This is an optimization exercise on Yosys and OpenROAD, whose aim is a short achievable clock period and few clock cycles, not a production implementation.
Where RTL was checked, it was by simulation tests only, not by an equivalence proof against the original.
Power and IR drop assume default switching activity.

==> flow/design.v (excerpt) <==
module bitty_cpu(
    input clk,
    input rst,
    output [7:0] imem_addr,
    input [15:0] imem_rdata,
    output [15:0] dmem_addr,
    output [15:0] dmem_wdata,
    output dmem_we,
    input [15:0] dmem_rdata,
    output reg halted
    );
reg [15:0] r [0:7];
reg [15:0] c;
reg [7:0]  fa;           
reg        arr_ok;       
reg [7:0]  d_pc;         
reg        d_pred;       
reg        replay;       
reg [15:0] ibuf;
reg [7:0]  ibuf_pc;
reg        ibuf_pred;
reg        e_valid, e_alu, e_ld, e_st, e_br, e_pred;
reg        e_bpred;          
reg        e_dres, e_dact;   
reg [7:0]  e_sel;
reg        e_subcmp;         
reg [2:0]  e_rx;
reg [1:0]  e_cond;
reg [7:0]  e_tgt, e_pc, e_pc1;
reg [15:0] e_a, e_b;
reg        w_alu, w_ld;      
reg [2:0]  w_rx;
reg [15:0] w_val;
localparam NB = 4;
reg        b_v   [0:NB-1];
reg [7:0]  b_pc  [0:NB-1];
reg [7:0]  b_tgt [0:NB-1];
reg [1:0]  b_rr;
assign imem_addr  = fa;
assign dmem_addr  = e_b;
assign dmem_wdata = e_a;
assign dmem_we    = e_st;        
wire [15:0] alu_out;
ALU alu(.in_a(e_a), .in_b(e_b), .sel(e_sel), .ALU_out(alu_out));
wire [15:0] cc = w_alu ? w_val : c;
wire c_hi0 = cc[15:2] == 14'd0;
wire e_act = e_br & c_hi0 &
             ((e_cond == 2'b00 & ~cc[1] & ~cc[0]) |
              (e_cond == 2'b01 & ~cc[1] &  cc[0]) |
              (e_cond == 2'b10 &  cc[1] & ~cc[0]));
  ...
Size in the first run: about 2500 cells after synthesis, roughly 340 flip-flops, about 76 I/O pins.
clock: 6.0 ns
lec_check: 0
abc_clock_period_in_ps: 2000
cap_margin: 20
core_margin: 2
core_utilization: 40
setup_slack_margin: 3.5
slew_margin: 20
standard.sh (not shown) runs the stock make flow with config.mk's settings and CLKGATE_MAP_FILE= SYNTH_SCRIPT=/design/flow/synth_recipe.tcl, a recipe that flattens the netlist after the stock synthesis.
==> flow/flow/run.sh <==
#!/bin/bash
# Standard ORFS layout, with the port buffers made from buf_4 cells
# instead of the delay-buffer cell buffer_ports picks on its own.
set -e
cd "$(dirname "$0")/.."
ls -la > files.log
cat standard.sh > standard_sh_copy.log
export BUFFER_PORTS_ARGS="-buffer_cell sky130_fd_sc_hd__buf_4"
bash standard.sh > standard.log 2>&1
Next try:
==> flow/run.sh (new file) <==
#!/bin/bash
# synth_recipe.tcl (not shown) runs the flow's synth.tcl, then flattens the netlist and writes it again
# the make line also repeats each setting of config.mk as NAME=value (left out here)
make -C /OpenROAD-flow-scripts/flow DESIGN_CONFIG=/design/flow/config.mk WORK_HOME=/design/flow/orfs CLKGATE_MAP_FILE= SYNTH_SCRIPT=/design/flow/synth_recipe.tcl finish
removed: flow/flow/run.sh
removed: flow/standard.sh
The new run finished clean; first-iteration DRC count went up by 12%; sequential share of layout area went down by 0.23 points; total power went down by 1.2%; global-route usage went up by 0.91 points; area after synthesis does not change.
No functional check of the RTL was part of any run of this note.


Setup of lane 1:
Another version of the RTL of bitty_cpu (not shown whole).
For scale: ~3100 cells after synthesis, ~360 flip-flops, ~76 I/O pins, about 22000 um2 of cells after synthesis.
export LEC_CHECK = 0
export ABC_AREA = 1
export ABC_CLOCK_PERIOD_IN_PS = 2000
export CAP_MARGIN = 20
export CORE_MARGIN = 2
export CORE_UTILIZATION = 55
export SETUP_SLACK_MARGIN = 3.5
export SLEW_MARGIN = 20
create_clock -name core_clock -period 6.0 [get_ports {clk}]
==> flow/flow/run.sh <==
#!/bin/bash
# Standard ORFS layout, with the port buffers made from buf_4 cells
# instead of the delay-buffer cell buffer_ports picks on its own.
set -e
cd "$(dirname "$0")/.."
ls -la > files.log
cat standard.sh > standard_sh_copy.log
export BUFFER_PORTS_ARGS="-buffer_cell sky130_fd_sc_hd__buf_4"
bash standard.sh > standard.log 2>&1
Testbench counts of lane 1, summed over its fixed seeds: cycles 75,367.
What lane 2 does differently from lane 1 at the input level:
- CORE_UTILIZATION changed from 55 to 40
--- outcome ---
Relative to lane 1, routed length per instance decreased by about 2.3% in lane 2. In the metrics for lane 2 and lane 1, the one carrying the lower worst-margin pin slew is lane 2. Lane 2 vs lane 1: routed metal-1 wirelength up. Non-clock buffer count grows by a few percent when moving from lane 1 to lane 2.
Inputs modified between lane 2 and lane 3:
- SETUP_SLACK_MARGIN changed from 3.5 to 4.2
Notes after the runs:
- Lane 3 ends up with a largest stage delay on the critical path that is 0.10 ns higher than in lane 2.
- For total power density per cell area, dividing the value from lane 3 by the value from lane 2 gives 0.876.
- In the flow results for lane 2 and lane 3, the count of non-CTS inverters in the layout is smaller on lane 2.
- Delta (lane 3 minus lane 2): slack of the critical path grew by 0.073 ns, die area held.
- Cmp lane 2 and lane 3 / total wire length after detailed routing / lower: lane 2
- The count of fill cells added during filler insertion in lane 2 is 1.14 times that in lane 3.
- In lane 3, number of nets in the layout is higher than in lane 2.
- From lane 2 to lane 3 the numbers moved as follows: sum of internal, switching and leakage power increased by 0.093 mW relative to the old numbers; fmax increased by about 2.8% relative to the old numbers.
> inputs changed (lane 3 -> lane 4)
==> flow/run.sh (new file) <==
#!/bin/bash
# synth_recipe.tcl (not shown) runs the flow's synth.tcl, then flattens the netlist and writes it again
# the make line also repeats each setting of config.mk as NAME=value (left out here)
make -C /OpenROAD-flow-scripts/flow DESIGN_CONFIG=/design/flow/config.mk WORK_HOME=/design/flow/orfs CLKGATE_MAP_FILE= SYNTH_SCRIPT=/design/flow/synth_recipe.tcl finish
removed: flow/flow/run.sh
removed: flow/standard.sh
Lane 4 vs lane 3: fraction of area in multi-input gates up
Between lane 3 and lane 4, the flow reports non-clock buffer count in the final layout increasing by a few percent.
Higher global routing usage on met2 among lane 4 and lane 3: lane 4
Lane 4 and lane 3 ended up with nearly the same worst hold slack.
In the reports for lane 4 and lane 3, the smaller post-layout minimum cycle time belongs to lane 3.
Summary — final design area excluding fillers, lane 4 relative to lane 3: higher, by about 3.2%.
Lane 4 vs lane 3, count of clock-buffer cells in the layout went down by 6.3%.
A category of the most critical setup path of input port to register is what lane 4 shows, while register to register belongs to lane 3.
Compared with lane 3, lane 4 shows a layout net count that is 25 higher.


bitty_cpu, a different RTL version from the one above (not shown whole).
For scale: roughly 2200 cells after synthesis, ~330 flip-flops, roughly 76 I/O pins, ~0.019 mm2 of cells after synthesis.
export LEC_CHECK = 0
export ABC_CLOCK_PERIOD_IN_PS = 2000
export CAP_MARGIN = 20
export CORE_MARGIN = 2
export CORE_UTILIZATION = 40
export SETUP_SLACK_MARGIN = 3.5
export SLEW_MARGIN = 20
create_clock -name core_clock -period 6.0 [get_ports {clk}]
==> flow/flow/run.sh <==
#!/bin/bash
# Standard ORFS layout, with the port buffers made from buf_4 cells
# instead of the delay-buffer cell buffer_ports picks on its own.
set -e
cd "$(dirname "$0")/.."
ls -la > files.log
cat standard.sh > standard_sh_copy.log
export BUFFER_PORTS_ARGS="-buffer_cell sky130_fd_sc_hd__buf_4"
bash standard.sh > standard.log 2>&1
The first run completed without violations.
Next try:
==> flow/run.sh (new file) <==
#!/bin/bash
# synth_recipe.tcl (not shown) runs the flow's synth.tcl, then flattens the netlist and writes it again
# the make line also repeats each setting of config.mk as NAME=value (left out here)
make -C /OpenROAD-flow-scripts/flow DESIGN_CONFIG=/design/flow/config.mk WORK_HOME=/design/flow/orfs CLKGATE_MAP_FILE= SYNTH_SCRIPT=/design/flow/synth_recipe.tcl finish
removed: flow/flow/run.sh
removed: flow/standard.sh
Result: The new run produced a clean layout. Area after synthesis is unchanged. Clock-buffer cell count goes up by 9. Total power is about the same. Worst setup slack is worse by 60 ps. Sequential share of layout area goes down by 0.92 points. Clock power goes down by about 3%. First-iteration DRC count goes up by 6.1%. Global-route usage goes up by 1.9 points. Clock skew goes up by 4.1 ps. Fmax goes down by 2.2%. Register-to-register slack is worse by 60 ps.
Next try:
- SETUP_SLACK_MARGIN: 3.5 -> 3.1
After rerunning: The changed run finished with timing, DRC and antenna clean. Die area stays the same. Combinational power went down by 21%. Clock skew hardly moves.
No functional check of the RTL was part of any run of this note.


== the baseline ==
Another version of the RTL of bitty_cpu (not shown whole).
For scale: ~20000 um2 of cells after synthesis.
make LEC_CHECK=0 ABC_CLOCK_PERIOD_IN_PS=2000 CAP_MARGIN=20 CORE_MARGIN=2 CORE_UTILIZATION=40 SETUP_SLACK_MARGIN=3.5 SLEW_MARGIN=20 finish   # period 6.0 ns
run.sh (not shown) runs the stock make flow with config.mk's settings and CLKGATE_MAP_FILE= SYNTH_SCRIPT=/design/flow/synth_recipe.tcl, a recipe that flattens the netlist after the stock synthesis.
Stock flow here: none of the scripts above is used.
The baseline went all the way through the flow, and no timing, DRC or antenna check failed.
Edits applied to the flow inputs when going from the baseline to the candidate:
Settings: ABC_CLOCK_PERIOD_IN_PS now 1000, was 2000.
The candidate against the baseline: final weighted congestion of routability-driven global placement flat; initial standard-cell utilization of the core closely matched the old numbers; post-layout worst setup margin did not really move; switching part of the total power stayed essentially flat. The candidate vs. the baseline: post-synthesis sequential area ratio flat; power flat; design area flat. The baseline -> the candidate: fraction of area in registers delta 0, exact match. Diff the candidate..the baseline | total placed instance area | unchanged.
No run of this note included a check of the RTL's function; only the layout flow was run.


Another version of the RTL of bitty_cpu (not shown whole).
Size in the first run: roughly 22000 sq um of cells after synthesis.
export LEC_CHECK = 0
export ABC_CLOCK_PERIOD_IN_PS = 2000
export CAP_MARGIN = 20
export CORE_MARGIN = 2
export CORE_UTILIZATION = 40
export SETUP_SLACK_MARGIN = 3.5
export SLEW_MARGIN = 20
create_clock -name core_clock -period 6.0 [get_ports {clk}]
standard.sh (not shown) runs the stock make flow with config.mk's settings and CLKGATE_MAP_FILE= SYNTH_SCRIPT=/design/flow/synth_recipe.tcl, a recipe that flattens the netlist after the stock synthesis.
==> flow/flow/run.sh <==
#!/bin/bash
# Standard ORFS layout, with the port buffers made from buf_4 cells
# instead of the delay-buffer cell buffer_ports picks on its own.
set -e
cd "$(dirname "$0")/.."
ls -la > files.log
cat standard.sh > standard_sh_copy.log
export BUFFER_PORTS_ARGS="-buffer_cell sky130_fd_sc_hd__buf_4"
bash standard.sh > standard.log 2>&1
The starting point completed with no timing, DRC or antenna violations.
Testbench counts at the start, summed over its fixed seeds: cycles 75,367.
Edit:
ABC_AREA = 1   (was default)
Outcome: Total power drops by 7.4%; combinational power came out lower by 28%; first-iteration DRC count barely changes; non-clock buffer count climbs by 10; synthesized area goes down by 2.6%; design area is lower by about 1.2%; critical path depth came out higher by 3.

static timing again, ports no longer ideal:
The flow's constraints put no driver on any port. The routed layouts listed below were extracted and timed again, unchanged, in two steps.
Step 1: set_driving_cell puts a clkbuf_16 on clk and a buf_2 on each other input, an assumption about the parent block.
Step 2 times the ports against the registers' clock, not the clock port: input delays grow and output delays shrink by t, the midpoint of the rising clock arrivals with the driver on.
Slacks: ideal ports / drivers / drivers and shift; pairs: ideal ports / drivers.
run	t, ns	slack for setup (ns)	hold WS [ns]	worst setup path at the end
the first run of note 1	0.609	3.041 / 2.928 / 2.318	0.468 / 0.468 / 0.468	input to register
the second run of note 1	0.627	2.964 / 2.970 / 2.342	0.465 / 0.465 / 0.465	input to register
lane 1	0.635	3.296 / 3.296 / 2.701	0.357 / 0.357 / 0.357	input to register
lane 2	0.630	3.343 / 3.337 / 2.804	0.351 / 0.351 / 0.351	input to register
lane 3	0.645	3.416 / 3.414 / 2.794	0.339 / 0.339 / 0.339	input to register
lane 4	0.647	3.334 / 3.346 / 2.699	0.342 / 0.342 / 0.342	input to register
the first run of note 3	0.615	3.258 / 3.258 / 2.709	0.404 / 0.404 / 0.404	input to register
the second run of note 3	0.618	3.197 / 3.197 / 2.762	0.409 / 0.409 / 0.409	input to register
the third run of note 3	0.613	3.146 / 3.086 / 2.562	0.425 / 0.425 / 0.425	input to register
the baseline	0.609	2.876 / 2.876 / 2.533	0.473 / 0.473 / 0.473	input to register
the candidate	0.609	2.876 / 2.876 / 2.533	0.473 / 0.473 / 0.473	input to register
the first run of note 5	0.634	2.986 / 3.000 / 2.366	0.485 / 0.485 / 0.485	input to register
the second run of note 5	0.621	3.272 / 3.278 / 2.657	0.457 / 0.457 / 0.457	input to register
After both steps every run listed still meets setup and hold. The setup slack of the first run of note 1, which loses most, moves by -0.113 ns with the drivers and by -0.723 ns with both steps.
